Background: an optimization exercise with open tools, aiming at small area. Do not read the settings as production practice. Where RTL was checked, it was by simulation tests only, not by an equivalence proof against the original. No functional check of the RTL was part of runs 3 to 5. Power is estimated from default activity; no workload was simulated.

[config.mk]
export PLATFORM = sky130hd
export DESIGN_NAME = microcontroller
export DESIGN_NICKNAME = microcontroller
export VERILOG_FILES = /design/flow/design.v
export SDC_FILE = /design/flow/constraint.sdc
export NUM_CORES = 4
export LEC_CHECK = 0
export ABC_AREA = 1
export CAP_MARGIN = 20
export CORE_MARGIN = 2
export CORE_UTILIZATION = 40
export SLEW_MARGIN = 20
[constraint.sdc]
create_clock -name core_clock -period 7.0 [get_ports {clk}]
set_input_delay 1.4000 -clock core_clock [delete_from_list [all_inputs] [get_ports {clk}]]
set_output_delay 1.4000 -clock core_clock [all_outputs]
set_load 0.01 [all_outputs]
[design.v]
module microcontroller #(parameter M = 3,
                         parameter N = 16)
                        (input  [15:0]  din,
                         input          clk, rst,
                         output         rw,
                         output [N-1:0] addr,
                         output [N-1:0] dout);
    localparam EX = 3'd0, A2 = 3'd1, A3 = 3'd2, L2 = 3'd3,
               S2 = 3'd4, S3 = 3'd5, CLR = 3'd6;
    reg [2:0]   ph;              
    reg [2:0]   st;              
    reg [111:0] rf;              
    reg [15:0]  r7, t, mar;
    reg [2:0]   rsave;           
    reg         fz, fn, fo;      
    reg         nz;              
    reg         cf;              
    wire [3:0] op = din[15:12];
    wire [2:0] rd = din[11:9];
    wire [2:0] ra = din[8:6];
    wire [2:0] rb = din[5:3];
    wire ex    = (st == EX);
    wire isbin = ~op[3] & (op[2:0] <= 3'd4);
    wire ismn  = (op == 4'd5) | (op == 4'd6);
    wire isnop = (op == 4'd7) | (op == 4'd11);
    wire isldi = (op == 4'd10);
    wire isbr  = (op[3:2] == 2'b11);
    wire isld  = (op == 4'd8);
    wire isst  = (op == 4'd9);
    wire last  = (ph == 3'd7);
    wire taken = (op[1:0] == 2'b11) | (op[1:0] == 2'b00 & fz) |
                 (op[1:0] == 2'b01 & fn) | (op[1:0] == 2'b10 & fo);
    localparam Y_ZERO = 3'd0, Y_ONE = 3'd1, Y_T = 3'd2,
               Y_OFF = 3'd4, Y_ONES = 3'd5;
    localparam F_ADD = 2'd0, F_AND = 2'd1, F_OR = 2'd2, F_XOR = 2'd3;
    reg [2:0] xsel;      
    reg       x7;        
    reg       xt;        
    reg [2:0] ysel;
    reg [1:0] fn_sel;
    reg       cin0;      
    reg       xinv;      
    reg       we7;       
    reg       wen;       
    reg [2:0] dst;
    reg       wdin;      
    reg [1:0] tmode;     
    reg       fset, fzero, osel;
    reg [2:0] nst;
    always @(*) begin
        xsel = 3'd7; x7 = 1'b0; xt = 1'b0; ysel = Y_ZERO; fn_sel = F_ADD; cin0 = 1'b0; xinv = 1'b0;
        we7 = 1'b0; wen = 1'b0; dst = rd; wdin = 1'b0; tmode = 2'd0;
        fset = 1'b0; fzero = 1'b0; osel = 1'b0; nst = EX;
        case (st)
        EX: begin
            xsel = ra;
            if (isbin) begin
                xsel = ra; tmode = 2'd1; nst = A2;
            end else if (ismn) begin
                xsel = ra; ysel = op[0] ? Y_ONES : Y_ZERO; fn_sel = F_XOR;
                wen = 1'b1; fset = 1'b1; nst = A3;
            end else if (isld | isst) begin
                xsel = ra; we7 = 1'b1; tmode = 2'd2; fset = isld;
                nst = isld ? L2 : S2;
            end else if (isbr) begin
                x7 = 1'b1; ysel = taken ? Y_OFF : Y_ONE; we7 = 1'b1;
                fset = taken; osel = 1'b1;
            end else begin           
                x7 = 1'b1; ysel = Y_ONE; we7 = 1'b1; fset = 1'b1;
                fzero = isnop; wen = isldi; wdin = isldi;
            end
        end
        A2: begin
            xsel = rb; wen = 1'b1; fset = 1'b1; nst = A3;
            case (op[2:0])
            3'd0: begin ysel = Y_T; osel = 1'b1; end
            3'd1: begin ysel = Y_T; xinv = 1'b1; cin0 = 1'b1; osel = 1'b1; end
            3'd2: begin ysel = Y_T; fn_sel = F_AND; end
            3'd3: begin ysel = Y_T; fn_sel = F_OR; end
            default: begin ysel = Y_T; fn_sel = F_XOR; end
            endcase
        end
        A3: begin
            ysel = Y_ONE; we7 = 1'b1;
        end
        L2: begin
            xt = 1'b1; ysel = Y_ONE; we7 = 1'b1;
            wen = 1'b1; dst = rsave; wdin = 1'b1;
        end
        S2: begin
            xsel = rsave; xt = (rsave == 3'd7); we7 = 1'b1; fset = 1'b1;
            nst = S3;
        end
        S3: begin
            xt = 1'b1; ysel = Y_ONE; we7 = 1'b1;
        end
        default: begin               
            fn_sel = F_AND; we7 = 1'b1;
        end
        endcase
    end
    reg [1:0] xv, xr;
    always @(*) begin
        case (xsel)
        3'd0: xv = rf[1:0];
        3'd1: xv = rf[17:16];
        3'd2: xv = rf[33:32];
        3'd3: xv = rf[49:48];
        3'd4: xv = rf[65:64];
        3'd5: xv = rf[81:80];
        3'd6: xv = rf[97:96];
        default: xv = r7[1:0];
        endcase
        xr = xv;
        if (x7) xv = r7[1:0];
        if (xt) xv = t[1:0];
        if (xinv) xv = ~xv;
    end
    wire [1:0] draw = din[{ph, 1'b0} +: 2];
    wire       sxl  = ex & isldi & ph[2];
    wire       sxb  = ex & isbr & (ph[2:1] == 2'b11);
    wire [1:0] dv   = sxl ? {2{din[8]}} : sxb ? {2{din[11]}} : draw;
    reg [1:0] yv;
    always @(*) begin
        case (ysel)
        Y_ONE:  yv = {1'b0, (ph == 3'd0)};
        Y_T:    yv = t[1:0];
        Y_OFF:  yv = dv;
        Y_ONES: yv = 2'b11;
        default: yv = 2'b00;
        endcase
    end
    wire       c0 = (ph == 3'd0) ? cin0 : cf;
    wire       s0 = xv[0] ^ yv[0] ^ c0;
    wire       c1 = (xv[0] & yv[0]) | (xv[0] & c0) | (yv[0] & c0);
    wire       s1 = xv[1] ^ yv[1] ^ c1;
    wire       c2 = (xv[1] & yv[1]) | (xv[1] & c1) | (yv[1] & c1);
    wire       ovf = c1 ^ c2;
    reg [1:0] res;
    always @(*) begin
        case (fn_sel)
        F_AND: res = xv & yv;
        F_OR:  res = xv | yv;
        F_XOR: res = xv ^ yv;
        default: res = {s1, s0};
        endcase
    end
    wire [1:0] wd   = wdin ? dv : res;
    wire [1:0] fd   = fzero ? 2'b00 : wd;
    wire       clr  = (st == CLR);
    wire [1:0] r7in = we7 ? res : r7[1:0];
    wire [15:0] r7d = {r7in, r7[15:2]};
    wire       mar_ld = last & (st != S2);
    wire [1:0] ta  = (ex & (isld | isst)) ? xr : xt ? t[1:0] : r7[1:0];
    wire [1:0] tb  = (ex & isbr & taken) ? {2{din[11]}} : 2'b00;
    wire       tc  = cf & ~(ex & (isbin | ismn)) & (st != A2);
    wire [1:0] top = clr ? 2'b00 : ta + tb + {1'b0, tc};
    assign addr = mar_ld ? {top, r7[15:2]} : mar;
    assign dout = r7;
    assign rw   = (st == S3) & (ph == 3'd0);
    integer k;
    always @(posedge clk) begin
        for (k = 0; k < 7; k = k + 1)
            rf[16*k +: 16] <= {(clr | (wen & (dst == k))) ? wd : rf[16*k +: 2],
                               rf[16*k+2 +: 14]};
        r7 <= r7d;
        t  <= {(tmode == 2'd1) ? res : (tmode == 2'd2) ? r7[1:0] : t[1:0], t[15:2]};
        mar <= addr;
        cf <= c2;
        nz <= ((ph != 3'd0) & nz) | (|fd);
        if (ex) rsave <= din[12] ? rb : rd;
        if (rst) begin
            ph <= 3'd0;
            st <= CLR;
            fz <= 1'b0; fn <= 1'b0; fo <= 1'b0;
        end else begin
            ph <= ph + 3'd1;
            if (last) begin
                st <= nst;
                if (fset) begin
                    fz <= ~(nz | (|fd));
                    fn <= fd[1];
                    fo <= osel & ovf;
                end
            end
        end
    end
endmodule
[flow/run.sh]
#!/bin/bash
# Standard ORFS layout, except:
#  - synthesis maps with an area-only ABC script (flow/abc_area.script),
#    through a copy of ORFS's scripts folder; everything else in synthesis
#    is the standard synthesis (synth_recipe.tcl),
#  - ports are buffered with buf_1,
#  - the clock tree uses clkbuf_8 and no dummy loads.
# Each make run's output goes to its own log file here.
set -euo pipefail
rm -rf scr
cp -r "$FLOW_HOME/scripts" scr
cp flow/abc_area.script scr/abc_area.script
bash standard.sh synth "SCRIPTS_DIR=$PWD/scr" > synth_make.log 2>&1
bash standard.sh finish \
  "BUFFER_PORTS_ARGS=-buffer_cell sky130_fd_sc_hd__buf_1" \
  "CTS_ARGS=-sink_clustering_enable -repair_clock_nets -dont_use_dummy_load -buf_list sky130_fd_sc_hd__clkbuf_8" \
  > flow_make.log 2>&1
[flow/abc_area.script]
strash
dch -f
amap
topo
[standard.sh]
#!/bin/bash
# synth_recipe.tcl (not shown) runs the flow's synth.tcl, then flattens the netlist and writes it again
# the make line also repeats each setting of config.mk as NAME=value (left out here)
make -C /OpenROAD-flow-scripts/flow DESIGN_CONFIG=/design/flow/config.mk WORK_HOME=/design/flow/orfs CLKGATE_MAP_FILE= SYNTH_SCRIPT=/design/flow/synth_recipe.tcl "${@:-finish}"
==> flow_summary.rst, run 1 <==
.. list-table::
   :header-rows: 1

   * - Metric
     - Value
   * - Run status
     - complete, no violations
   * - Max rail drop VDD
     - 150.1 uV
   * - Post-detailed-routing wire length
     - 10.48 mm
   * - Distinct cell type count after synthesis
     - 36
   * - Port-buffer cells
     - 50
   * - Sequential element share of the synthesized area
     - 0.6601
   * - Dominant register cell in the synthesized netlist
     - sky130_fd_sc_hd__dfxtp_1
   * - Least-Margin Pin Slew
     - 0.6444 ns
   * - Final critical-path share of the clock period
     - 0.8574
   * - Nets in the synthesized netlist
     - 527
   * - Vias in the first global route
     - 3521
   * - Total die area
     - 14250 um2
   * - Global route total overflow
     - 0
   * - Commonest non-fill, non-tap cell in the layout
     - sky130_fd_sc_hd__dfxtp_1
   * - Chip Width
     - 119.4 um
   * - Row count
     - 42
   * - Pin count of the biggest net entering global routing
     - 18
   * - Synthesis Warnings
     - 1
   * - End point of the critical path
     - addr[15]
   * - Count of placed standard cells including taps
     - 716
   * - Area fraction in compound gates after synthesis
     - 0.1603
   * - Initial standard-cell utilization of the core
     - 0.4051
   * - Setup Viol. Count Final
     - 0
   * - Req. time, crit path
     - 5.60 ns
   * - Worst flop-to-flop path startpoint
     - st[0]$_SDFFE_PP0N_
   * - Share of the synthesized area in the top cell type
     - 0.6432
   * - Insertion delay of the later-clocked pin in the worst-skew pair
     - 0.44 ns
   * - Avg Vias per Cell
     - 4.985
   * - WL/cell
     - 14.30 um
   * - Slew margin rel.
     - 0.5658
   * - Antenna violations before repair
     - 0
   * - Cell leakage power
     - 2.186 nW
   * - Final net count
     - 587
   * - CTS root buffer
     - sky130_fd_sc_hd__clkbuf_8
   * - Kind of critical path
     - reg2out
   * - CTS sink cnt
     - 174
   * - Number of DRC violations after detailed-routing iteration 0
     - 239
   * - Sum of negative setup slack
     - 0 ns
   * - R2R depth
     - 25
   * - Number of levels the H-tree was split into
     - 4
   * - Signed area change from the synthesized netlist to the final layout
     - 10.79%
   * - Bufs on Longest Clock Path
     - 2
   * - Worst hold slack
     - 0.3007 ns
   * - Setup slack of the most critical reg-to-reg path
     - 1.15 ns
   * - Count of endpoints failing hold in the final timing report
     - 0
   * - Total clock buffers created by CTS
     - 17
   * - Commonest cells after routing, fill and taps aside
     - sky130_fd_sc_hd__dfxtp_1 (171), sky130_fd_sc_hd__clkinv_1 (69), sky130_fd_sc_hd__nor2_1 (51)
   * - Number of flip-flops and latches in the synthesized netlist
     - 174
   * - Syn Area/Cell
     - 10.67 um2
   * - Multi-input gate area in the final layout
     - 1445 um2
   * - Start point of the critical path
     - st[0]$_SDFFE_PP0N_
   * - HPWL after detailed placement
     - 7.753 mm
   * - Final cell count without fillers
     - 733
   * - Post-CTS setup buffer count
     - 0
   * - Clock tree from TritonCTS
     - done
   * - Wire length of the first global-routing pass
     - 17.22 mm
   * - Gates resized, CTS repair
     - 0
   * - Gr busiest metal
     - met2
   * - Number of stages on the worst hold path
     - 0
   * - Number of inserted filler cells in the final layout
     - 1276
   * - Synthesized-area fraction occupied by adder cells
     - 0.02774
   * - Total of max-cap violations
     - 0
   * - Most area-hungry cell type in the Yosys netlist
     - sky130_fd_sc_hd__dfxtp_1
   * - Total inserted antenna cells
     - 0
   * - Main combinational cell family by area after synthesis
     - compound AO/OA/AOI/OAI gates
   * - GRT Util Overall
     - 0.1563
   * - Maximum clock frequency
     - 166.6 MHz
   * - Power density over cell area
     - 280.2 nW/um2
   * - Multiplexer share of the synthesized area
     - 0
   * - Global-route met3 utilization
     - 0.04741
   * - Count of TritonRoute iterations in the first routing pass
     - 5
   * - Number of slew-limit violations in the final report
     - 0
   * - Arrival time at the worst endpoint
     - 4.60 ns
   * - Maximum fanout along the worst path
     - 8
   * - Endpoint of the most critical register-to-register path
     - fz$_SDFFE_PP0P_
   * - Overall via count from detail_route
     - 3654
   * - Number of primary I/O pins
     - 51
   * - Synthesized-area fraction occupied by xor and xnor cells
     - 0
   * - Capturing element type of the critical path
     - primary output
   * - Area of the mapped netlist
     - 5323 um2
   * - Die H
     - 119.4 um
   * - Tightest Hold Check Type
     - reg2reg
   * - Top cells by area, synth
     - sky130_fd_sc_hd__dfxtp_1 (64%), sky130_fd_sc_hd__clkinv_1 (4.9%), sky130_fd_sc_hd__nor2_1 (3.6%)
   * - Ratio of cells with drive above 1 in the final layout
     - 0.03950
   * - Remaining routing DRC violations
     - 0
   * - Post-synth EDFFs
     - 3
   * - Synth Instances
     - 499
   * - FF/Latch Area
     - 3513 um2
   * - Share of flip-flops with an asynchronous set or reset after synthesis
     - 0
   * - Basic-gate share of the synthesized area counting and, or, nand and nor cells
     - 0.08345
   * - Core area
     - 13140 um2
   * - Number of buffers inserted by hold repair at cts
     - 0
   * - Post-route ant nets
     - 0
   * - RSZ-0062 raised after global routing
     - false
   * - Global routing usage on met1
     - 0.2027
   * - Crit path launch type
     - flop
   * - Min Clock Period, post-route
     - 6.001 ns
   * - Grt met2 use
     - 0.2439
   * - Clock-pin slew on the worst setup and hold paths
     - 0.09 ns
   * - Fin Clk Skew
     - 0.04040 ns
   * - Final weighted congestion of routability-driven global placement
     - 0.8729
-- stage by stage --
stage / area [um2] / total power, mW / setup slack (ns) / util
6_report: 5897 / 1.652 / 0.9985 / 0.4489
4_1_cts: 5897 / 1.677 / 1.009 / 0.4489
5_1_grt: 5897 / 1.732 / 0.4204 / 0.4489
3_3_place_gp: 5663 / 1.179 / 1.066 / 0.4310
3_5_place_dp: 5663 / 1.182 / 0.8383 / 0.4310
2_1_floorplan: 5323 / 1.140 / 1.115 / -
-- routing by layer --
metal | routed length [um] | up-vias
li1 | - | 1813
met1 | 5047 | 1721
met2 | 4767 | 102
met3 | 480 | 18
met4 | 185 | 0
met5 | 0 | -
-- final cells by class --
type	count	area share
Clock buffer	17	0.03968
Inverter	69	0.04392
Multi-Input combinational cell	242	0.2451
Sequential cell	174	0.5958
Tap cell	176	0.03734
Timing Repair Buffer	55	0.03819
-- report_power, final --
group | switching (mW) | internal (mW) | total, mW
clock network | 0.278 | 0.215 | 0.493
logic | 0.0656 | 0.0455 | 0.111
registers | 0.0135 | 1.03 | 1.05
total | 0.358 | 1.29 | 1.65
-- sequential cells by signal, summed over array words and instances, names as in the netlist --
name / flops
cf: 1
fn: 1
fo: 1
fz: 1
mar: 16
nz: 1
ph: 3
r7: 16
rf: 112
rsave: 3
st: 3
t: 16
-- cell families after synthesis --
family,count (synthesis)
AOI/OAI and AO/OA,127
and+or+nand+nor,105
adders and majority gates,10
DFF,174
buffers and inverters,83
-- cells in the mapped netlist, types with 6 or more instances --
cell type	count
sky130_fd_sc_hd__dfxtp_1	171
sky130_fd_sc_hd__clkinv_1	69
sky130_fd_sc_hd__nor2_1	51
sky130_fd_sc_hd__o21ai_0	30
sky130_fd_sc_hd__o22ai_1	28
sky130_fd_sc_hd__nand2_1	27
sky130_fd_sc_hd__o22a_1	19
sky130_fd_sc_hd__a21oi_1	17
sky130_fd_sc_hd__buf_4	14
sky130_fd_sc_hd__nor3_1	8
sky130_fd_sc_hd__a22oi_1	7
sky130_fd_sc_hd__ha_1	7
sky130_fd_sc_hd__nand3_1	6
sky130_fd_sc_hd__or3_1	6
-- how the worst min path moves through the flow --
stage                                from              end  slack (ns)
final                      rf[92]$_DFF_P_   rf[90]$_DFF_P_        0.30
after global routing       rf[92]$_DFF_P_   rf[90]$_DFF_P_        0.30
after CTS                  rf[92]$_DFF_P_   rf[90]$_DFF_P_        0.30
after detailed placement  rf[102]$_DFF_P_  rf[100]$_DFF_P_        0.31
after global placement     rf[43]$_DFF_P_   rf[41]$_DFF_P_        0.31
after floorplan             rf[2]$_DFF_P_    rf[0]$_DFF_P_        0.31
-- critical path, cell delays in order (launching register included) --
cell and delay [ns]:
sky130_fd_sc_hd__dfxtp_1 0.41, sky130_fd_sc_hd__clkinv_1 0.11, sky130_fd_sc_hd__nor2_1 0.15, sky130_fd_sc_hd__clkinv_1 0.11
sky130_fd_sc_hd__nor2_1 0.52, sky130_fd_sc_hd__a222oi_1 0.18, sky130_fd_sc_hd__o21ai_0 0.26, sky130_fd_sc_hd__clkinv_1 0.24
sky130_fd_sc_hd__nand3_1 0.15, sky130_fd_sc_hd__clkinv_1 0.08, sky130_fd_sc_hd__a2111oi_0 0.47, sky130_fd_sc_hd__o21ai_0 0.25
sky130_fd_sc_hd__o22ai_1 0.27, sky130_fd_sc_hd__fa_1 0.24, sky130_fd_sc_hd__nor2_1 0.05, sky130_fd_sc_hd__a21oi_1 0.18
sky130_fd_sc_hd__a21oi_1 0.09, sky130_fd_sc_hd__o21ai_0 0.21, sky130_fd_sc_hd__buf_1 0.22
==> inputs of run 2 (changes only) <==
--- a/config.mk
+++ b/config.mk
@@ -9,4 +9,4 @@
 export CAP_MARGIN = 20
 export CORE_MARGIN = 2
-export CORE_UTILIZATION = 40
+export CORE_UTILIZATION = 65
 export SLEW_MARGIN = 20
==> run 2 against run 1 <==
Net effect:
- still clean on timing, DRC and antenna
- register-to-register slack gained 0.38 ns
- flip-flop and latch count unchanged
- maximum frequency grew 2.9%
- cell count shrank 9.7%
- non-clock buffer count stayed put
- critical path type is now in2out
- largest cell class unchanged
==> flow_summary.rst, run 2 <==
.. list-table::
   :header-rows: 1

   * - Metric
     - Value
   * - Fin Clk Skew
     - 0.03890 ns (-0.001494 ns)
   * - Kind of critical path
     - in2out
   * - Overall via count from detail_route
     - 3764 (+3.0%)
   * - Total inserted antenna cells
     - 0 (unchanged)
   * - Number of slew-limit violations in the final report
     - 0 (unchanged)
   * - Post-CTS setup buffer count
     - 0 (unchanged)
   * - Port-buffer cells
     - 50 (unchanged)
   * - Number of buffers inserted by hold repair at cts
     - 0 (unchanged)
   * - Number of DRC violations after detailed-routing iteration 0
     - 256 (+7.1%)
   * - Min Clock Period, post-route
     - 5.833 ns (-0.1686 ns)
   * - Bufs on Longest Clock Path
     - 2 (unchanged)
   * - Number of flip-flops and latches in the synthesized netlist
     - 174 (unchanged)
   * - Least-Margin Pin Slew
     - 0.5612 ns (-0.08321 ns)
   * - Share of the synthesized area in the top cell type
     - 0.6432 (unchanged)
   * - GRT Util Overall
     - 0.2526 (+0.09629)
   * - Count of TritonRoute iterations in the first routing pass
     - 6 (+1)
   * - Multiplexer share of the synthesized area
     - 0 (unchanged)
   * - Chip Width
     - 94.49 um (-21%)
   * - Most frequent cells after synthesis
     - sky130_fd_sc_hd__dfxtp_1 (171), sky130_fd_sc_hd__clkinv_1 (69), sky130_fd_sc_hd__nor2_1 (51)
   * - Wire length of the first global-routing pass
     - 16.74 mm (-2.8%)
   * - Flip-flop count of the largest register, all copies and words added
     - 112 (unchanged)
   * - Total die area
     - 8928 um2 (-37%)
   * - Antenna violations before repair
     - 0 (unchanged)
   * - Synthesis Warnings
     - 1 (unchanged)
   * - Req. time, crit path
     - 5.60 ns (about the same)
   * - Core area
     - 8093 um2 (-38%)
   * - Commonest cells after routing, fill and taps aside
     - sky130_fd_sc_hd__dfxtp_1 (171), sky130_fd_sc_hd__clkinv_1 (69), sky130_fd_sc_hd__nor2_1 (51)
   * - Nets in the synthesized netlist
     - 527 (unchanged)
   * - Clock-pin slew on the worst setup and hold paths
     - 0.10 ns (about the same)
   * - Total clock buffers created by CTS
     - 17 (unchanged)
   * - Area fraction in compound gates after synthesis
     - 0.1603 (unchanged)
   * - Main combinational cell family by area after synthesis
     - compound AO/OA/AOI/OAI gates
   * - Basic-gate share of the synthesized area counting and, or, nand and nor cells
     - 0.08345 (unchanged)
   * - Post-detailed-routing wire length
     - 10.54 mm (+0.52%)
   * - Register ranked first by flip-flop count
     - rf
   * - Total of max-cap violations
     - 0 (unchanged)
   * - Power density over cell area
     - 284.8 nW/um2 (+1.7%)
   * - Capturing element type of the critical path
     - primary output
   * - Tightest Hold Check Type
     - reg2reg
   * - Gates resized, CTS repair
     - 0 (unchanged)
   * - Sum of negative setup slack
     - 0 ns (unchanged)
   * - Initial standard-cell utilization of the core
     - 0.6577 (+0.2526)
   * - Worst hold slack
     - 0.3093 ns (+0.008538 ns)
   * - Cell leakage power
     - 2.187 nW (about the same)
   * - Count of endpoints failing hold in the final timing report
     - 0 (unchanged)
   * - Number of primary I/O pins
     - 51 (unchanged)
   * - RSZ-0062 raised after global routing
     - false
   * - Max rail drop VDD
     - 162.0 uV (+7.9%)
   * - Dominant register cell in the synthesized netlist
     - sky130_fd_sc_hd__dfxtp_1
   * - Die H
     - 94.49 um (-21%)
   * - Distinct cell type count after synthesis
     - 36 (unchanged)
   * - Most instantiated library cell after synthesis
     - sky130_fd_sc_hd__dfxtp_1
   * - Insertion delay of the later-clocked pin in the worst-skew pair
     - 0.45 ns (about the same)
   * - Row count
     - 33 (-21%)
   * - Syn Area/Cell
     - 10.67 um2 (unchanged)
   * - Synthesized-area fraction occupied by xor and xnor cells
     - 0 (unchanged)
   * - HPWL after detailed placement
     - 7.767 mm (+0.18%)
   * - Setup Viol. Count Final
     - 0 (unchanged)
   * - Commonest non-fill, non-tap cell in the layout
     - sky130_fd_sc_hd__dfxtp_1
   * - Top cells by area, synth
     - sky130_fd_sc_hd__dfxtp_1 (64%), sky130_fd_sc_hd__clkinv_1 (4.9%), sky130_fd_sc_hd__nor2_1 (3.6%)
   * - Share of flip-flops with an asynchronous set or reset after synthesis
     - 0 (unchanged)
   * - Global route total overflow
     - 0 (unchanged)
   * - Slew margin rel.
     - 0.6259 (+0.06001)
   * - Most area-hungry cell type in the Yosys netlist
     - sky130_fd_sc_hd__dfxtp_1
   * - Maximum fanout along the worst path
     - 8 (unchanged)
   * - Post-synth EDFFs
     - 3 (unchanged)
   * - Vias in the first global route
     - 3628 (+3.0%)
   * - Post-route ant nets
     - 0 (unchanged)
   * - Final weighted congestion of routability-driven global placement
     - 0.8837 (+1.2%)
   * - Maximum clock frequency
     - 171.4 MHz (+2.9%)
   * - Ratio of cells with drive above 1 in the final layout
     - 0.03950 (unchanged)
   * - Run status
     - complete, no violations
   * - Synth Instances
     - 499 (unchanged)
   * - CTS root buffer
     - sky130_fd_sc_hd__clkbuf_8
   * - Avg Vias per Cell
     - 5.686 (+14%)
   * - CTS sink cnt
     - 174 (unchanged)
   * - Final critical-path share of the clock period
     - 0.8333 (-0.02409)
   * - Synthesized-area fraction occupied by adder cells
     - 0.02774 (unchanged)
   * - Arrival time at the worst endpoint
     - 4.43 ns (-0.17 ns)
   * - Pin count of the biggest net entering global routing
     - 21 (+3)
   * - WL/cell
     - 15.91 um (+11%)
   * - Remaining routing DRC violations
     - 0 (unchanged)
   * - Final net count
     - 587 (unchanged)
   * - Signed area change from the synthesized netlist to the final layout
     - 9.121%
   * - Sequential element share of the synthesized area
     - 0.6601 (unchanged)
   * - Number of levels the H-tree was split into
     - 4 (unchanged)
   * - Crit path launch type
     - input pin
   * - Clock tree from TritonCTS
     - done
   * - Area of the mapped netlist
     - 5323 um2 (unchanged)
run 2: cell counts in the layout (fill, tap and decap cells not counted):
Identical to the previous run, type by type.
run 2: final cells by class:
cell class	instances	area, um2
tap	105	131.4
sequential	174	3513
timing repair buffer	55	225.2
fill	596	2285
multi-input combinational	242	1445
clock buffer	17	234.0
inverter	69	259.0
run 2: final timing paths:
kind,startpoint,end,slack (ns),cells past startpoint
max reg2reg,st[0]$_SDFFE_PP0N_,fz$_SDFFE_PP0P_,1.53,27
max,din[12],addr[15],1.17,15
min reg2reg,rf[28]$_DFF_P_,rf[26]$_DFF_P_,0.31,0
min,rf[28]$_DFF_P_,rf[26]$_DFF_P_,0.31,0
run 2: worst max-delay path, cell delays in order:
cell,delay [ns]
sky130_fd_sc_hd__buf_1,0.38
sky130_fd_sc_hd__clkinv_1,0.38
sky130_fd_sc_hd__nor2_1,0.27
sky130_fd_sc_hd__nor3_1,0.12
sky130_fd_sc_hd__clkinv_1,0.10
sky130_fd_sc_hd__nor2_1,0.07
sky130_fd_sc_hd__nor3_1,0.39
sky130_fd_sc_hd__nand2_1,0.17
sky130_fd_sc_hd__fa_1,0.40
sky130_fd_sc_hd__nor2_1,0.11
sky130_fd_sc_hd__a21oi_1,0.06
sky130_fd_sc_hd__nor2_1,0.10
sky130_fd_sc_hd__a21oi_1,0.05
sky130_fd_sc_hd__o21ai_0,0.22
sky130_fd_sc_hd__buf_1,0.21
run 2: through the flow:
step	util	cells	instance area (um2)	setup slack [ns]	power, mW
floorplan	-	499	5323	1.115	1.140
global placement	0.6888	645	5574	1.193	1.176
detailed placement	0.6888	645	5574	0.9708	1.181
CTS	0.7177	662	5808	1.239	1.667
global route	0.7177	662	5808	0.8160	1.719
finish	0.7177	662	5808	1.167	1.654
run 2: cell families after synthesis:
group	count (synthesis)
adders and majority gates	10
AOI/OAI and AO/OA	127
and+or+nand+nor	105
buffers and inverters	83
DFF	174
run 2: layer usage:
| metal | routed length (um) | global-route usage | share of wire |
|---|---|---|---|
| met5 | 0 | 0 | 0 |
| met4 | 272 | 0.1220 | 0.026 |
| met3 | 691 | 0.07183 | 0.066 |
| met2 | 5070 | 0.4077 | 0.48 |
| met1 | 4500 | 0.3135 | 0.43 |
run 2: power breakdown:
group | total (mW) | internal [mW] | switching, mW
Sequential | 1.05 | 1.03 | 0.0136
Combinational | 0.111 | 0.0451 | 0.0657
Clock | 0.495 | 0.215 | 0.281
==> inputs of run 3 (changes only) <==
--- a/design.v
+++ b/design.v
@@ -35,5 +35,4 @@
     localparam F_ADD = 2'd0, F_AND = 2'd1, F_OR = 2'd2, F_XOR = 2'd3;
     reg [2:0] xsel;      
-    reg       x7;        
     reg       xt;        
     reg [2:0] ysel;
@@ -49,10 +48,9 @@
     reg [2:0] nst;
     always @(*) begin
-        xsel = 3'd7; x7 = 1'b0; xt = 1'b0; ysel = Y_ZERO; fn_sel = F_ADD; cin0 = 1'b0; xinv = 1'b0;
+        xsel = 3'd7; xt = 1'b0; ysel = Y_ZERO; fn_sel = F_ADD; cin0 = 1'b0; xinv = 1'b0;
         we7 = 1'b0; wen = 1'b0; dst = rd; wdin = 1'b0; tmode = 2'd0;
         fset = 1'b0; fzero = 1'b0; osel = 1'b0; nst = EX;
         case (st)
         EX: begin
-            xsel = ra;
             if (isbin) begin
                 xsel = ra; tmode = 2'd1; nst = A2;
@@ -64,8 +62,8 @@
                 nst = isld ? L2 : S2;
             end else if (isbr) begin
-                x7 = 1'b1; ysel = taken ? Y_OFF : Y_ONE; we7 = 1'b1;
+                ysel = taken ? Y_OFF : Y_ONE; we7 = 1'b1;
                 fset = taken; osel = 1'b1;
             end else begin           
-                x7 = 1'b1; ysel = Y_ONE; we7 = 1'b1; fset = 1'b1;
+                ysel = Y_ONE; we7 = 1'b1; fset = 1'b1;
                 fzero = isnop; wen = isldi; wdin = isldi;
             end
@@ -100,5 +98,5 @@
         endcase
     end
-    reg [1:0] xv, xr;
+    reg [1:0] xv;
     always @(*) begin
         case (xsel)
@@ -112,6 +110,4 @@
         default: xv = r7[1:0];
         endcase
-        xr = xv;
-        if (x7) xv = r7[1:0];
         if (xt) xv = t[1:0];
         if (xinv) xv = ~xv;
@@ -152,9 +148,5 @@
     wire [15:0] r7d = {r7in, r7[15:2]};
     wire       mar_ld = last & (st != S2);
-    wire [1:0] ta  = (ex & (isld | isst)) ? xr : xt ? t[1:0] : r7[1:0];
-    wire [1:0] tb  = (ex & isbr & taken) ? {2{din[11]}} : 2'b00;
-    wire       tc  = cf & ~(ex & (isbin | ismn)) & (st != A2);
-    wire [1:0] top = clr ? 2'b00 : ta + tb + {1'b0, tc};
-    assign addr = mar_ld ? {top, r7[15:2]} : mar;
+    assign addr = mar_ld ? r7d : mar;
     assign dout = r7;
     assign rw   = (st == S3) & (ph == 3'd0);
--- a/config.mk
+++ b/config.mk
@@ -9,4 +9,4 @@
 export CAP_MARGIN = 20
 export CORE_MARGIN = 2
-export CORE_UTILIZATION = 65
+export CORE_UTILIZATION = 40
 export SLEW_MARGIN = 20
==> run 3 against run 2 <==
Net effect:
- die area up 58%
- critical path type unchanged
- combinational power is 16% higher
- sequential power about the same
- highest routed layer unchanged
- clock power shrank 2%
- still clean on timing, DRC and antenna
- total power rose by 1.5%
==> flow_summary.rst, run 3 <==
.. list-table::
   :header-rows: 1

   * - Metric
     - Value
   * - Total inserted antenna cells
     - 0 (unchanged)
   * - Port-buffer cells
     - 50 (unchanged)
   * - Instance area after placement
     - 5852 um2 (+5.0%)
   * - Commonest cells after routing, fill and taps aside
     - sky130_fd_sc_hd__dfxtp_1 (171), sky130_fd_sc_hd__clkinv_1 (50), sky130_fd_sc_hd__nor2_1 (49)
   * - Syn Area/Cell
     - 10.90 um2 (+2.2%)
   * - Vias in the first global route
     - 3367 (-7.2%)
   * - Count of TritonRoute iterations in the first routing pass
     - 4 (-2)
   * - Peak per-stage delay on the critical path
     - 0.42 ns (+0.02 ns)
   * - Total clock buffers created by CTS
     - 17 (unchanged)
   * - Share of flip-flops with an asynchronous set or reset after synthesis
     - 0 (unchanged)
   * - Number of DRC violations after detailed-routing iteration 0
     - 169 (-34%)
   * - Remaining routing DRC violations
     - 0 (unchanged)
   * - Max rail drop VDD
     - 152.3 uV (-6.0%)
   * - Number of buffers inserted by hold repair at cts
     - 0 (unchanged)
   * - Final net count
     - 612 (+4.3%)
   * - Total die area
     - 14070 um2 (+58%)
   * - Maximum clock frequency
     - 146.1 MHz (-15%)
   * - Ratio of cells with drive above 1 in the final layout
     - 0.1715 (+0.1320)
   * - Kind of critical path
     - in2out
   * - WL/cell
     - 13.45 um (-16%)
   * - Dominant register cell in the synthesized netlist
     - sky130_fd_sc_hd__dfxtp_1
   * - CTS root buffer
     - sky130_fd_sc_hd__clkbuf_8
   * - Psw
     - 0.3593 mW (-0.24%)
   * - Area of the mapped netlist
     - 5254 um2 (-1.3%)
   * - Register ranked first by flip-flop count
     - rf
   * - Count of buffering cells on the critical path with inverters included
     - 5 (+1)
   * - Setup Viol. Count Final
     - 0 (unchanged)
   * - Run status
     - complete, no violations
   * - Post-detailed-routing wire length
     - 10.15 mm (-3.6%)
   * - Antenna violations before repair
     - 0 (unchanged)
   * - Avg Vias per Cell
     - 4.809 (-15%)
   * - Min Clock Period, post-route
     - 6.846 ns (+1.014 ns)
   * - Synth Instances
     - 482 (-3.4%)
   * - Worst hold slack
     - 0.3067 ns (-0.002525 ns)
   * - Share of the synthesized area in the top cell type
     - 0.6516 (+0.008424)
   * - Synthesis Warnings
     - 1 (unchanged)
   * - Signed area change from the synthesized netlist to the final layout
     - 19.89%
   * - CTS sink cnt
     - 174 (unchanged)
   * - Number of slew-limit violations in the final report
     - 0 (unchanged)
   * - Number of flip-flops and latches in the synthesized netlist
     - 174 (unchanged)
   * - Insertion delay of the later-clocked pin in the worst-skew pair
     - 0.44 ns (about the same)
   * - HPWL after detailed placement
     - 7.525 mm (-3.1%)
   * - Internal power of the cells
     - 1.319 mW (+2.0%)
   * - Maximum fanout along the worst path
     - 3 (-5)
   * - Pin count of the biggest net entering global routing
     - 19 (-9.5%)
   * - Commonest non-fill, non-tap cell in the layout
     - sky130_fd_sc_hd__dfxtp_1
   * - Switching fraction of total power
     - 0.2140 (-0.003679)
   * - Req. time, crit path
     - 5.60 ns (about the same)
   * - Clock tree from TritonCTS
     - done
   * - Power consumption
     - 1.679 mW (+1.5%)
   * - Most frequent cells after synthesis
     - sky130_fd_sc_hd__dfxtp_1 (171), sky130_fd_sc_hd__clkinv_1 (59), sky130_fd_sc_hd__nor2_1 (56)
   * - Number of primary I/O pins
     - 51 (unchanged)
   * - Power density over cell area
     - 266.5 nW/um2 (-6.4%)
   * - Setup WS pre-CTS
     - -0.2546 ns (-1.225 ns)
   * - Total of max-cap violations
     - 0 (unchanged)
   * - Fraction of power consumed by combinational cells
     - 0.077 (+0.010)
   * - Distinct cell type count after synthesis
     - 34 (-5.6%)
   * - Fin Clk Skew
     - 0.04016 ns (+0.001255 ns)
   * - Crit path launch type
     - input pin
   * - Bufs on Longest Clock Path
     - 2 (unchanged)
   * - Final critical-path share of the clock period
     - 0.9781 (+0.1448)
   * - Sum of negative setup slack
     - 0 ns (unchanged)
   * - Number of levels the H-tree was split into
     - 4 (unchanged)
   * - Most instantiated library cell after synthesis
     - sky130_fd_sc_hd__dfxtp_1
   * - Post-synth EDFFs
     - 3 (unchanged)
   * - Die H
     - 118.6 um (+26%)
   * - Top Family by Delay on Critical Path
     - compound AO/OA/AOI/OAI gates
   * - Proportion of power drawn by flip-flops and latches
     - 0.634 (about the same)
   * - Chip Width
     - 118.6 um (+26%)
   * - Tightest Hold Check Type
     - reg2reg
   * - Relative contribution of the clock network to total power
     - 0.289 (-0.010)
   * - GRT Util Overall
     - 0.1464 (-0.1063)
   * - Row count
     - 41 (+24%)
   * - Nets in the synthesized netlist
     - 509 (-3.4%)
   * - Final weighted congestion of routability-driven global placement
     - 0.9435 (+6.8%)
   * - Sequence of cells on the critical path
     - clkbuf_2 -> nor2_4 -> buf_4 -> nor3_4 -> nor3_2 -> nor2_1 -> o21ai_1 -> clkinv_1 -> nand3_1 -> nor2b_1 -> a2111oi_4 -> o21ai_1 -> a22o_1 -> nor2_2 -> a21oi_2 -> fa_2 -> inv_2 -> fa_1 -> o32ai_2 -> o22ai_1 -> a22o_1 -> buf_2
   * - Global route total overflow
     - 0 (unchanged)
   * - Overall via count from detail_route
     - 3631 (-3.5%)
   * - Post-route ant nets
     - 0 (unchanged)
   * - RSZ-0062 raised after global routing
     - true
   * - Core area
     - 12720 um2 (+57%)
   * - Initial standard-cell utilization of the core
     - 0.4130 (-0.2447)
   * - Smallest setup slack after layout
     - 0.1536 ns (-1.014 ns)
   * - Area of all placed cells without fillers
     - 6299 um2 (+8.4%)
   * - Slew margin rel.
     - 0.4392 (-0.1867)
   * - Flip-flop count of the largest register, all copies and words added
     - 112 (unchanged)
   * - Arrival time at the worst endpoint
     - 5.45 ns (+1.02 ns)
   * - Least-Margin Pin Slew
     - 0.8325 ns (+0.2712 ns)
   * - Slowest cell on the critical path
     - sky130_fd_sc_hd__fa_1
   * - Count of endpoints failing hold in the final timing report
     - 0 (unchanged)
   * - Most area-hungry cell type in the Yosys netlist
     - sky130_fd_sc_hd__dfxtp_1
   * - Cell leakage power
     - 2.458 nW (+12%)
   * - Capturing element type of the critical path
     - primary output
   * - Sequential element share of the synthesized area
     - 0.6687 (+0.008646)
   * - Wire length of the first global-routing pass
     - 15.94 mm (-4.8%)
   * - Clock-pin slew on the worst setup and hold paths
     - 0.09 ns (about the same)
   * - Top cells by area, synth
     - sky130_fd_sc_hd__dfxtp_1 (65%), sky130_fd_sc_hd__clkinv_1 (4.2%), sky130_fd_sc_hd__nor2_1 (4.0%)
-- run 3: stage by stage --
| step | utilization | cells |
|---|---|---|
| after floorplan | - | 482 |
| after global placement | 0.4600 | 730 |
| after detailed placement | 0.4600 | 730 |
| after CTS | 0.4811 | 747 |
| after global routing | 0.4951 | 755 |
| final | 0.4951 | 755 |
-- run 3: worst reg2reg max path, delay by kind of cell, from the launching register on --
family                     cells  cell delay [ns]
buffers and inverters          7             0.91
DFF                            1             0.42
AOI/OAI and AO/OA             12             2.12
adders and majority gates      2             0.78
and+or+nand+nor                7             0.79
-- run 3: timing repair --
item	in CTS	in global routing
pin swaps	1	18
setup buffers	0	8
endpoints found under the setup margin	2	2
gates resized for setup	9	42
hold endpoints to repair	0	0
-- run 3: logic make-up (layout without fill, tap and decap cells) --
| group | after synthesis | count (layout) | share of synthesized area |
|---|---|---|---|
| flops | 174 | 174 | 0.6687 |
| compound gates | 119 | 119 | 0.1579 |
| simple gates | 107 | 107 | 0.08692 |
| buf+inv | 73 | 174 | 0.06216 |
| fa+ha+maj | 9 | 9 | 0.02429 |
-- run 3: power groups by stage --
stage	Sequential, mW	Clock (mW)	Combinational (mW)
6_report	1.06	0.485	0.129
5_1_grt	1.07	0.545	0.140
4_1_cts	1.06	0.508	0.124
3_5_place_dp	1.09	0	0.122
3_3_place_gp	1.08	0	0.120
2_1_floorplan	1.08	0	0.0767
-- run 3: final timing paths --
kind,from,to,slack (ns),cells past startpoint
min,rf[23]$_DFF_P_,rf[21]$_DFF_P_,0.31,0
max reg2reg,st[2]$_SDFFE_PP1N_,fz$_SDFFE_PP0P_,1.93,28
max,din[13],addr[15],0.15,22
min reg2reg,rf[23]$_DFF_P_,rf[21]$_DFF_P_,0.31,0
-- run 3: cell type report --
class	count	area (um2)
Clock buffer	17	234.0
Fill cell	1190	6424
Inverter	59	224.0
Multi-Input combinational cell	235	1544
Sequential cell	174	3513
Tap cell	172	215.2
Timing Repair Buffer	98	568.0
-- run 3: metal layers --
metal  routed length (um)  share of wire  vias to the layer above  GRT usage
li1                     -              -                     1837          -
met1                 4808           0.47                     1691     0.1949
met2                 4725           0.47                       88     0.2205
met3                  452          0.045                       15    0.04247
met4                  166          0.016                        0    0.06399
met5                    0              0                        -          0
==> inputs of run 4 (changes only) <==
--- a/design.v
+++ b/design.v
@@ -31,5 +31,5 @@
     wire taken = (op[1:0] == 2'b11) | (op[1:0] == 2'b00 & fz) |
                  (op[1:0] == 2'b01 & fn) | (op[1:0] == 2'b10 & fo);
-    localparam Y_ZERO = 3'd0, Y_ONE = 3'd1, Y_T = 3'd2,
+    localparam Y_ZERO = 3'd0, Y_ONE = 3'd1, Y_T = 3'd2, Y_NT = 3'd3,
                Y_OFF = 3'd4, Y_ONES = 3'd5;
     localparam F_ADD = 2'd0, F_AND = 2'd1, F_OR = 2'd2, F_XOR = 2'd3;
@@ -39,5 +39,4 @@
     reg [1:0] fn_sel;
     reg       cin0;      
-    reg       xinv;      
     reg       we7;       
     reg       wen;       
@@ -48,5 +47,5 @@
     reg [2:0] nst;
     always @(*) begin
-        xsel = 3'd7; xt = 1'b0; ysel = Y_ZERO; fn_sel = F_ADD; cin0 = 1'b0; xinv = 1'b0;
+        xsel = 3'd7; xt = 1'b0; ysel = Y_ZERO; fn_sel = F_ADD; cin0 = 1'b0;
         we7 = 1'b0; wen = 1'b0; dst = rd; wdin = 1'b0; tmode = 2'd0;
         fset = 1'b0; fzero = 1'b0; osel = 1'b0; nst = EX;
@@ -54,5 +53,5 @@
         EX: begin
             if (isbin) begin
-                xsel = ra; tmode = 2'd1; nst = A2;
+                xsel = rb; tmode = 2'd1; nst = A2;
             end else if (ismn) begin
                 xsel = ra; ysel = op[0] ? Y_ONES : Y_ZERO; fn_sel = F_XOR;
@@ -70,8 +69,8 @@
         end
         A2: begin
-            xsel = rb; wen = 1'b1; fset = 1'b1; nst = A3;
+            xsel = ra; wen = 1'b1; fset = 1'b1; nst = A3;
             case (op[2:0])
             3'd0: begin ysel = Y_T; osel = 1'b1; end
-            3'd1: begin ysel = Y_T; xinv = 1'b1; cin0 = 1'b1; osel = 1'b1; end
+            3'd1: begin ysel = Y_NT; cin0 = 1'b1; osel = 1'b1; end
             3'd2: begin ysel = Y_T; fn_sel = F_AND; end
             3'd3: begin ysel = Y_T; fn_sel = F_OR; end
@@ -111,5 +110,4 @@
         endcase
         if (xt) xv = t[1:0];
-        if (xinv) xv = ~xv;
     end
     wire [1:0] draw = din[{ph, 1'b0} +: 2];
@@ -122,4 +120,5 @@
         Y_ONE:  yv = {1'b0, (ph == 3'd0)};
         Y_T:    yv = t[1:0];
+        Y_NT:   yv = ~t[1:0];
         Y_OFF:  yv = dv;
         Y_ONES: yv = 2'b11;
@@ -149,6 +148,6 @@
     wire       mar_ld = last & (st != S2);
     assign addr = mar_ld ? r7d : mar;
-    assign dout = r7;
-    assign rw   = (st == S3) & (ph == 3'd0);
+    assign dout = r7d;
+    assign rw   = (st == S2) & last;
     integer k;
     always @(posedge clk) begin
==> run 4 against run 3 <==
Net effect:
- combinational power is about 10% lower
- synthesized area decreased by 0.69%
- sequential share of layout area increased by 2.1 points
- clock-buffer cell count stayed put
- maximum frequency rose by 1.4%
- total power decreased by 1.1%
- critical endpoint unchanged
- largest cell class unchanged
==> flow_summary.rst, run 4 <==
.. list-table::
   :header-rows: 1

   * - Metric
     - Value
   * - Ratio of cells with drive above 1 in the final layout
     - 0.1167 (-0.05483)
   * - Most instantiated library cell after synthesis
     - sky130_fd_sc_hd__dfxtp_1
   * - Commonest non-fill, non-tap cell in the layout
     - sky130_fd_sc_hd__dfxtp_1
   * - Power density over cell area
     - 273.6 nW/um2 (+2.7%)
   * - Final net count
     - 586 (-4.2%)
   * - Grt met2 use
     - 0.2301 (+0.009584)
   * - Final critical-path share of the clock period
     - 0.9648 (-0.01323)
   * - Share of flip-flops with an asynchronous set or reset after synthesis
     - 0 (unchanged)
   * - Most area-hungry cell type in the Yosys netlist
     - sky130_fd_sc_hd__dfxtp_1
   * - Top cells by area, synth
     - sky130_fd_sc_hd__dfxtp_1 (66%), sky130_fd_sc_hd__nor2_1 (4.0%), sky130_fd_sc_hd__clkinv_1 (3.8%)
   * - Relative contribution of the clock network to total power
     - 0.296 (+0.007)
   * - Peak per-stage delay on the critical path
     - 0.56 ns (+0.14 ns)
   * - Kind of critical path
     - in2out
   * - Clock tree from TritonCTS
     - done
   * - Total of max-cap violations
     - 0 (unchanged)
   * - Number of DRC violations after detailed-routing iteration 0
     - 189 (+12%)
   * - Nets in the synthesized netlist
     - 502 (-1.4%)
   * - Final cell count without fillers
     - 729 (-3.4%)
   * - Row count
     - 41 (unchanged)
   * - Avg Vias per Cell
     - 4.916 (+2.2%)
   * - Total clock buffers created by CTS
     - 17 (unchanged)
   * - Total die area
     - 13970 um2 (-0.66%)
   * - Post-route ant nets
     - 0 (unchanged)
   * - Number of buffers inserted by hold repair at cts
     - 0 (unchanged)
   * - Insertion delay of the later-clocked pin in the worst-skew pair
     - 0.45 ns (about the same)
   * - GRT Util Overall
     - 0.1552 (+0.008813)
   * - Least-Margin Pin Slew
     - 0.9472 ns (+0.1147 ns)
   * - Fin Clk Skew
     - 0.03133 ns (-0.008824 ns)
   * - Bufs on Longest Clock Path
     - 2 (unchanged)
   * - Vias in the first global route
     - 3455 (+2.6%)
   * - RSZ-0062 raised after global routing
     - false
   * - Worst hold slack
     - 0.3055 ns (-0.001241 ns)
   * - Proportion of power drawn by flip-flops and latches
     - 0.634 (about the same)
   * - Global route total overflow
     - 0 (unchanged)
   * - Count of placed standard cells including taps
     - 707 (-3.2%)
   * - Maximum fanout along the worst path
     - 3 (unchanged)
   * - Count of buffering cells on the critical path with inverters included
     - 8 (+3)
   * - Cell leakage power
     - 2.357 nW (-4.1%)
   * - Sum of negative setup slack
     - 0 ns (unchanged)
   * - Finished Core Util
     - 0.4790 (-0.01607)
   * - Global routing usage on met1
     - 0.2012 (+0.006235)
   * - Area fraction in compound gates after synthesis
     - 0.1540 (-0.003938)
   * - Count of endpoints failing hold in the final timing report
     - 0 (unchanged)
   * - Req. time, crit path
     - 5.60 ns (about the same)
   * - Final weighted congestion of routability-driven global placement
     - 1.007 (+6.7%)
   * - Main combinational cell family by area after synthesis
     - compound AO/OA/AOI/OAI gates
   * - Setup Viol. Count Final
     - 0 (unchanged)
   * - Most used cell along the critical path
     - sky130_fd_sc_hd__clkinv_1
   * - Distinct cell type count after synthesis
     - 36 (+5.9%)
   * - Min Clock Period, post-route
     - 6.754 ns (-0.09263 ns)
   * - Run status
     - complete, no violations
   * - Area of all placed cells without fillers
     - 6070 um2 (-3.6%)
   * - Sequence of cells on the critical path
     - buf_1 -> clkinv_1 -> nor2_2 -> clkinv_1 -> nor3_2 -> nor2_1 -> o22ai_1 -> nor2_1 -> a2111oi_2 -> buf_4 -> clkinv_1 -> and3_1 -> a22oi_2 -> o221ai_2 -> a2111oi_4 -> o22ai_2 -> inv_2 -> fa_1 -> clkinv_1 -> fa_1 -> o32a_1 -> o22ai_2 -> o21ai_2 -> buf_2
   * - Syn Area/Cell
     - 10.98 um2 (+0.77%)
   * - Global-route met3 utilization
     - 0.04826 (+0.005792)
   * - Synthesized-area fraction occupied by adder cells
     - 0.02446 (+0.0001689)
   * - CTS sink cnt
     - 174 (unchanged)
   * - Basic-gate share of the synthesized area counting and, or, nand and nor cells
     - 0.08993 (+0.003003)
   * - Core area
     - 12670 um2 (-0.40%)
   * - Post-detailed-routing wire length
     - 10.51 mm (+3.5%)
   * - Synth Instances
     - 475 (-1.5%)
   * - Clock-pin slew on the worst setup and hold paths
     - 0.08 ns (about the same)
   * - Remaining routing DRC violations
     - 0 (unchanged)
   * - Number of slew-limit violations in the final report
     - 0 (unchanged)
   * - Dominant register cell in the synthesized netlist
     - sky130_fd_sc_hd__dfxtp_1
   * - WL/cell
     - 14.42 um (+7.2%)
   * - Internal power of the cells
     - 1.301 mW (-1.3%)
   * - Flip-flop count of the largest register, all copies and words added
     - 112 (unchanged)
   * - Number of primary I/O pins
     - 51 (unchanged)
   * - Initial standard-cell utilization of the core
     - 0.4118 (-0.001192)
   * - Number of levels the H-tree was split into
     - 4 (unchanged)
   * - Capturing element type of the critical path
     - primary output
   * - Share of the synthesized area in the top cell type
     - 0.6561 (+0.004531)
   * - Most frequent cells after synthesis
     - sky130_fd_sc_hd__dfxtp_1 (171), sky130_fd_sc_hd__nor2_1 (55), sky130_fd_sc_hd__clkinv_1 (53)
   * - Synthesis Warnings
     - 1 (unchanged)
   * - Crit path launch type
     - input pin
   * - Port-buffer cells
     - 50 (unchanged)
   * - Synthesized-area fraction occupied by xor and xnor cells
     - 0 (unchanged)
   * - Arrival time at the worst endpoint
     - 5.35 ns (-0.10 ns)
   * - Switching fraction of total power
     - 0.2164 (+0.002319)
   * - Fraction of power consumed by combinational cells
     - 0.070 (-0.007)
   * - Psw
     - 0.3593 mW (about the same)
   * - Number of flip-flops and latches in the synthesized netlist
     - 174 (unchanged)
   * - Total inserted antenna cells
     - 0 (unchanged)
   * - Gr busiest metal
     - met2
   * - Chip Width
     - 118.2 um (-0.33%)
   * - Slowest cell on the critical path
     - sky130_fd_sc_hd__fa_1
   * - Tightest Hold Check Type
     - reg2reg
   * - Signed area change from the synthesized netlist to the final layout
     - 16.33%
   * - Commonest cells after routing, fill and taps aside
     - sky130_fd_sc_hd__dfxtp_1 (171), sky130_fd_sc_hd__nor2_1 (53), sky130_fd_sc_hd__clkinv_1 (52)
   * - Pin count of the biggest net entering global routing
     - 21 (+2)
   * - Top Family by Delay on Critical Path
     - compound AO/OA/AOI/OAI gates
   * - Max rail drop VDD
     - 188.4 uV (+24%)
   * - Multiplexer share of the synthesized area
     - 0 (unchanged)
   * - Antenna violations before repair
     - 0 (unchanged)
   * - CTS root buffer
     - sky130_fd_sc_hd__clkbuf_8
   * - Slew margin rel.
     - 0.3603 (-0.07889)
   * - Wire length of the first global-routing pass
     - 16.74 mm (+5.0%)
   * - HPWL after detailed placement
     - 7.654 mm (+1.7%)
   * - Sequential element share of the synthesized area
     - 0.6734 (+0.004651)
   * - Count of TritonRoute iterations in the first routing pass
     - 4 (unchanged)
   * - Register ranked first by flip-flop count
     - rf
   * - Maximum clock frequency
     - 148.1 MHz (+1.4%)
   * - Die H
     - 118.2 um (-0.33%)
   * - Overall via count from detail_route
     - 3584 (-1.3%)
   * - Post-synth EDFFs
     - 3 (unchanged)
   * - Instance area after placement
     - 5697 um2 (-2.7%)
   * - Area of the mapped netlist
     - 5218 um2 (-0.69%)
==> run 4: cell types whose count changed after synthesis, moves of 3 or more <==
cell / delta
sky130_fd_sc_hd__a221oi_1: +4
sky130_fd_sc_hd__a221o_1: +3
sky130_fd_sc_hd__o21a_1: -5
sky130_fd_sc_hd__o21ai_0: -3
sky130_fd_sc_hd__clkinv_1: -6
sky130_fd_sc_hd__o22a_1: -7
sky130_fd_sc_hd__a21oi_1: +4
sky130_fd_sc_hd__o22ai_1: +4
sky130_fd_sc_hd__nand3_1: -5
==> run 4: final cells by class <==
class	count	area [um2]
tap	172	215.2
fill	1173	6601
multi-input combinational	234	1501
timing repair buffer	79	406.6
inverter	53	198.9
sequential	174	3513
clock buffer	17	234.0
==> run 4: kinds of logic after synthesis <==
group           after synthesis
flops                       174
compound gates              117
simple gates                108
fa+ha+maj                     9
buf+inv                      67
==> run 4: layer usage <==
metal	vias up	routed length [um]	share of wire
li1	1789	-	-
met1	1675	4926	0.47
met2	103	4715	0.45
met3	17	629	0.060
met4	0	239	0.023
met5	-	0	0
==> run 4: what timing repair did <==
item                                    in CTS  in global routing
pin swaps                                    0                  3
hold endpoints to repair                     0                  0
gates resized for setup                      4                 20
setup buffers                                1                  4
endpoints found under the setup margin       4                  4
==> run 4: worst paths after layout <==
check,from,to,slack [ns],cells past startpoint
setup reg to reg,st[2]$_SDFFE_PP1N_,fz$_SDFFE_PP0P_,1.80,22
hold reg to reg,rf[99]$_DFF_P_,rf[97]$_DFF_P_,0.31,0
setup / recovery,din[14],addr[15],0.25,24
hold / removal,rf[99]$_DFF_P_,rf[97]$_DFF_P_,0.31,0
==> run 4: stage by stage <==
step / power, mW / worst slack [ns]
CTS: 1.681 / 0.001124
detailed placement: 1.189 / -0.2950
floorplan: 1.142 / 0.08221
finish: 1.661 / 0.2462
global route: 1.737 / 0.003606
global placement: 1.184 / -0.1130
==> run 4: power by group through the flow <==
stage | registers, mW | logic [mW] | clock network, mW
2_1_floorplan | 1.07 | 0.0713 | 0
3_3_place_gp | 1.07 | 0.110 | 0
3_5_place_dp | 1.08 | 0.113 | 0
4_1_cts | 1.05 | 0.114 | 0.514
5_1_grt | 1.06 | 0.127 | 0.553
6_report | 1.05 | 0.116 | 0.492
==> run 4: worst register-to-register path, stage by stage, from the launching register on <==
cell	delay [ns]
sky130_fd_sc_hd__dfxtp_1	0.43
sky130_fd_sc_hd__clkinv_1	0.13
sky130_fd_sc_hd__nor3_1	0.71
sky130_fd_sc_hd__nor3_1	0.22
sky130_fd_sc_hd__a2111oi_2	0.34
sky130_fd_sc_hd__buf_4	0.18
sky130_fd_sc_hd__clkinv_1	0.07
sky130_fd_sc_hd__and3_1	0.21
sky130_fd_sc_hd__a22oi_2	0.20
sky130_fd_sc_hd__o221ai_2	0.14
sky130_fd_sc_hd__a2111oi_4	0.33
sky130_fd_sc_hd__o22ai_2	0.15
sky130_fd_sc_hd__inv_2	0.10
sky130_fd_sc_hd__fa_1	0.17
sky130_fd_sc_hd__clkinv_1	0.10
sky130_fd_sc_hd__fa_1	0.56
sky130_fd_sc_hd__o32a_1	0.19
sky130_fd_sc_hd__buf_4	0.14
sky130_fd_sc_hd__o22ai_1	0.10
sky130_fd_sc_hd__a21boi_0	0.29
sky130_fd_sc_hd__nor2_1	0.07
sky130_fd_sc_hd__a22oi_1	0.17
sky130_fd_sc_hd__nor2_1	0.05
==> inputs of run 5 (changes only) <==
--- a/config.mk
+++ b/config.mk
@@ -7,6 +7,7 @@
 export LEC_CHECK = 0
 export ABC_AREA = 1
-export CAP_MARGIN = 20
+export CAP_MARGIN = 5
 export CORE_MARGIN = 2
 export CORE_UTILIZATION = 40
-export SLEW_MARGIN = 20
+export GPL_TIMING_DRIVEN = 0
+export SLEW_MARGIN = 5
==> run 5 against run 4 <==
Net effect:
- routed wire length fell by 0.56%
- hold slack improved by 0.0034 ns
- total power barely moved
- critical path type unchanged
==> flow_summary.rst, run 5 <==
.. list-table::
   :header-rows: 1

   * - Metric
     - Value
   * - Run status
     - complete, no violations
   * - Endpoint of the most critical register-to-register path
     - fz$_SDFFE_PP0P_
   * - GRT Util Overall
     - 0.1567 (+0.001526)
   * - Total of max-cap violations
     - 0 (unchanged)
   * - Post-synth EDFFs
     - 3 (unchanged)
   * - Synthesized-area fraction occupied by adder cells
     - 0.02446 (unchanged)
   * - Fin Clk Skew
     - 0.03345 ns (+0.002116 ns)
   * - Avg Vias per Cell
     - 5.001 (+1.7%)
   * - Clock-pin slew on the worst setup and hold paths
     - 0.06 ns (-0.02 ns)
   * - Smallest setup slack after layout
     - 0.1948 ns (-0.05141 ns)
   * - Number of levels the H-tree was split into
     - 4 (unchanged)
   * - Overall via count from detail_route
     - 3626 (+1.2%)
   * - Setup slack of the most critical reg-to-reg path
     - 1.10 ns (-0.70 ns)
   * - Chip Width
     - 118.2 um (unchanged)
   * - Core area
     - 12670 um2 (unchanged)
   * - Number of primary I/O pins
     - 51 (unchanged)
   * - Post-detailed-routing wire length
     - 10.45 mm (-0.56%)
   * - CTS sink cnt
     - 174 (unchanged)
   * - Count of buffering cells on the critical path with inverters included
     - 5 (-3)
   * - Synth Instances
     - 475 (unchanged)
   * - Number of inserted filler cells in the final layout
     - 1186 (+1.1%)
   * - Number of stages on the worst hold path
     - 0 (unchanged)
   * - Power consumption
     - 1.662 mW (about the same)
   * - Slowest cell on the critical path
     - sky130_fd_sc_hd__or4_4
   * - HPWL after detailed placement
     - 7.519 mm (-1.8%)
   * - Basic-gate share of the synthesized area counting and, or, nand and nor cells
     - 0.08993 (unchanged)
   * - Arrival time at the worst endpoint
     - 5.41 ns (+0.06 ns)
   * - Register ranked first by flip-flop count
     - rf
   * - Pin count of the biggest net entering global routing
     - 21 (unchanged)
   * - Capturing element type of the critical path
     - primary output
   * - Clock tree from TritonCTS
     - done
   * - Die H
     - 118.2 um (unchanged)
   * - Row count
     - 41 (unchanged)
   * - Final critical-path share of the clock period
     - 0.9722 (+0.007344)
   * - Count of TritonRoute iterations in the first routing pass
     - 4 (unchanged)
   * - Multiplexer share of the synthesized area
     - 0 (unchanged)
   * - Worst hold slack
     - 0.3089 ns (+0.003396 ns)
   * - Kind of critical path
     - in2out
   * - Synthesized-area fraction occupied by xor and xnor cells
     - 0 (unchanged)
   * - Worst flop-to-flop path startpoint
     - st[2]$_SDFFE_PP1N_
   * - Most instantiated library cell after synthesis
     - sky130_fd_sc_hd__dfxtp_1
   * - Number of flip-flops and latches in the synthesized netlist
     - 174 (unchanged)
   * - Number of buffers inserted by hold repair at cts
     - 0 (unchanged)
   * - Flip-flop count of the largest register, all copies and words added
     - 112 (unchanged)
   * - Most frequent cells after synthesis
     - sky130_fd_sc_hd__dfxtp_1 (171), sky130_fd_sc_hd__nor2_1 (55), sky130_fd_sc_hd__clkinv_1 (53)
   * - Peak per-stage delay on the critical path
     - 0.46 ns (-0.10 ns)
   * - Total inserted antenna cells
     - 0 (unchanged)
   * - WL/cell
     - 14.42 um (about the same)
   * - Area of the mapped netlist
     - 5218 um2 (unchanged)
   * - Count of endpoints failing hold in the final timing report
     - 0 (unchanged)
   * - Proportion of power drawn by flip-flops and latches
     - 0.633 (about the same)
   * - Bufs on Longest Clock Path
     - 2 (unchanged)
   * - Max rail drop VDD
     - 175.6 uV (-6.8%)
   * - Remaining routing DRC violations
     - 0 (unchanged)
   * - Fraction of power consumed by combinational cells
     - 0.071 (about the same)
   * - RSZ-0062 raised after global routing
     - true
   * - Share of the synthesized area in the top cell type
     - 0.6561 (unchanged)
   * - Commonest cells after routing, fill and taps aside
     - sky130_fd_sc_hd__dfxtp_1 (171), sky130_fd_sc_hd__nor2_1 (50), sky130_fd_sc_hd__clkinv_1 (45), sky130_fd_sc_hd__buf_1 (45), sky130_fd_sc_hd__buf_4 (25)
   * - R2R depth
     - 23 (+4.5%)
   * - Total clock buffers created by CTS
     - 17 (unchanged)
   * - Post-route ant nets
     - 0 (unchanged)
   * - Signed area change from the synthesized netlist to the final layout
     - 18.71%
   * - Initial standard-cell utilization of the core
     - 0.4118 (unchanged)
   * - Internal power of the cells
     - 1.302 mW (about the same)
   * - Total die area
     - 13970 um2 (unchanged)
   * - Number of DRC violations after detailed-routing iteration 0
     - 250 (+32%)
   * - Top Family by Delay on Critical Path
     - compound AO/OA/AOI/OAI gates
   * - Area fraction in compound gates after synthesis
     - 0.1540 (unchanged)
   * - Main combinational cell family by area after synthesis
     - compound AO/OA/AOI/OAI gates
   * - Top cells by area, synth
     - sky130_fd_sc_hd__dfxtp_1 (66%), sky130_fd_sc_hd__nor2_1 (4.0%), sky130_fd_sc_hd__clkinv_1 (3.8%)
   * - Insertion delay of the later-clocked pin in the worst-skew pair
     - 0.44 ns (about the same)
   * - Req. time, crit path
     - 5.60 ns (about the same)
   * - Synthesis Warnings
     - 1 (unchanged)
   * - Sequence of cells on the critical path
     - clkbuf_4 -> clkinvlp_4 -> nor2_4 -> nor3_4 -> nor2_2 -> o22ai_1 -> nor2_1 -> a2111oi_4 -> buf_4 -> clkinv_2 -> and3_1 -> a22oi_1 -> o221ai_1 -> or4_4 -> a21oi_4 -> o22ai_4 -> ha_4 -> and3_1 -> o32a_1 -> o22ai_2 -> o21ai_2 -> buf_2
   * - Crit path launch type
     - input pin
   * - Antenna violations before repair
     - 0 (unchanged)
   * - Maximum fanout along the worst path
     - 8 (+5)
   * - Setup WS pre-CTS
     - -1.449 ns (-1.154 ns)
   * - Tightest Hold Check Type
     - reg2reg
   * - Most area-hungry cell type in the Yosys netlist
     - sky130_fd_sc_hd__dfxtp_1
   * - Global route total overflow
     - 0 (unchanged)
   * - Psw
     - 0.3605 mW (+0.31%)
   * - Most used cell along the critical path
     - sky130_fd_sc_hd__and3_1
   * - Min Clock Period, post-route
     - 6.805 ns (+0.05141 ns)
   * - Cell leakage power
     - 2.374 nW (+0.75%)
   * - Ratio of cells with drive above 1 in the final layout
     - 0.1501 (+0.03339)
   * - Syn Area/Cell
     - 10.98 um2 (unchanged)
   * - Count of placed standard cells including taps
     - 697 (-1.4%)
   * - Port-buffer cells
     - 50 (unchanged)
   * - Slew margin rel.
     - 0.2593 (-0.1009)
   * - Distinct cell type count after synthesis
     - 36 (unchanged)
   * - End point of the critical path
     - addr[15]
   * - Share of flip-flops with an asynchronous set or reset after synthesis
     - 0 (unchanged)
   * - CTS root buffer
     - sky130_fd_sc_hd__clkbuf_8
   * - Power density over cell area
     - 268.4 nW/um2 (-1.9%)
   * - Setup Viol. Count Final
     - 0 (unchanged)
   * - Commonest non-fill, non-tap cell in the layout
     - sky130_fd_sc_hd__dfxtp_1
   * - Dominant register cell in the synthesized netlist
     - sky130_fd_sc_hd__dfxtp_1
   * - Crit. path cell count
     - 22 (-8.3%)
   * - Final weighted congestion of routability-driven global placement
     - 0.9003 (-11%)
   * - Maximum clock frequency
     - 146.9 MHz (-0.76%)
   * - Least-Margin Pin Slew
     - 1.107 ns (+0.1597 ns)
   * - Nets in the synthesized netlist
     - 502 (unchanged)
   * - Sequential element share of the synthesized area
     - 0.6734 (unchanged)
   * - Switching fraction of total power
     - 0.2168 (+0.0004685)
   * - Final net count
     - 582 (-0.68%)
   * - Wire length of the first global-routing pass
     - 16.84 mm (+0.58%)
   * - Start point of the critical path
     - din[12]
   * - Final cell count without fillers
     - 725 (-0.55%)
   * - Number of slew-limit violations in the final report
     - 0 (unchanged)
   * - Relative contribution of the clock network to total power
     - 0.296 (about the same)
   * - Vias in the first global route
     - 3476 (+0.61%)
-- run 5: worst min-delay path by stage --
stage | start | slack, ns | to
detailed placement | rf[99]$_DFF_P_ | 0.31 | rf[97]$_DFF_P_
finish | rf[51]$_DFF_P_ | 0.31 | rf[49]$_DFF_P_
global route | rf[106]$_DFF_P_ | 0.30 | rf[104]$_DFF_P_
floorplan | rf[2]$_DFF_P_ | 0.31 | rf[0]$_DFF_P_
CTS | rf[106]$_DFF_P_ | 0.31 | rf[104]$_DFF_P_
global placement | rf[23]$_DFF_P_ | 0.31 | rf[21]$_DFF_P_
-- run 5: layout make-up --
class / instances / area, um2 / share of cell area
Sequential cell: 174 / 3513 / 0.5673
Buffer: 14 / 105.1 / 0.01697
Multi-Input combinational cell: 234 / 1628 / 0.2628
Tap cell: 172 / 215.2 / 0.03475
Timing Repair Buffer: 61 / 285.3 / 0.04606
Inverter: 53 / 212.7 / 0.03434
Clock buffer: 17 / 234.0 / 0.03778
-- run 5: power by group through the flow --
stage          logic, mW  clock network, mW  registers [mW]
6_report           0.118              0.492            1.05
5_1_grt            0.129              0.554            1.06
4_1_cts            0.115              0.516            1.05
3_5_place_dp       0.109                  0            1.08
3_3_place_gp       0.108                  0            1.07
2_1_floorplan     0.0713                  0            1.07
-- run 5: what timing repair did --
action / in CTS / in global routing
setup buffers: 3 / 8
pin swaps: 7 / 12
setup endpoints to repair: 14 / 4
resized for setup: 36 / 24
-- run 5: logic make-up after synthesis --
group / count (synthesis)
AO/OA/AOI/OAI: 117
adder cells (fa/ha/maj): 9
buffers and inverters: 67
flip-flops: 174
AND/OR/NAND/NOR: 108
-- run 5: per-stage QoR --
stage,area [um2],util,TNS (ns)
after floorplan,5219,-,0
after global placement,5622,0.4437,-11.20
after detailed placement,5622,0.4437,-11.67
after CTS,6006,0.4740,0
after global routing,6193,0.4888,-0.06461
final,6193,0.4888,0
-- run 5: routing by layer --
layer / up-vias / GRT usage / wire (um) / part of all wire
met5: - / 0 / 0 / 0
met4: 0 / 0.07605 / 254 / 0.024
met3: 26 / 0.05261 / 637 / 0.061
met2: 114 / 0.2421 / 4761 / 0.46
met1: 1696 / 0.1965 / 4798 / 0.46
li1: 1790 / - / - / -

==> what the ideal ports hide <==
No port has a modelled driver above. Below, the same layouts with a new extraction and two added sets of constraints. Step 1 (the two cells are an assumption about what drives the block):
set clk [get_ports {clk}]
set_driving_cell -lib_cell sky130_fd_sc_hd__clkbuf_16 $clk
set_driving_cell -lib_cell sky130_fd_sc_hd__buf_2 [delete_from_list [all_inputs] $clk]
Step 2 also shifts input and output timing later by t, the mid clock arrival at the registers, as if the neighbouring blocks saw the same clock. Three values: no drivers, after step 1, after step 2; two values: the first two.
run	shift t [ns]	setup WS [ns]	clock arrival spread, ns	pins driven straight from the clock port
run 1	0.451	0.999 / 0.966 / 0.785	0.040 / 0.041	1
run 2	0.465	1.167 / 1.145 / 0.896	0.039 / 0.039	1
run 3	0.449	0.154 / 0.131 / 0.131	0.040 / 0.041	1
run 4	0.472	0.246 / 0.218 / 0.218	0.031 / 0.031	1
run 5	0.459	0.195 / 0.166 / 0.166	0.034 / 0.034	1
After both steps setup and hold are still met in every run listed. For run 2, which loses most, drivers alone change the setup slack by -0.022 ns; drivers and shift together by -0.271 ns.
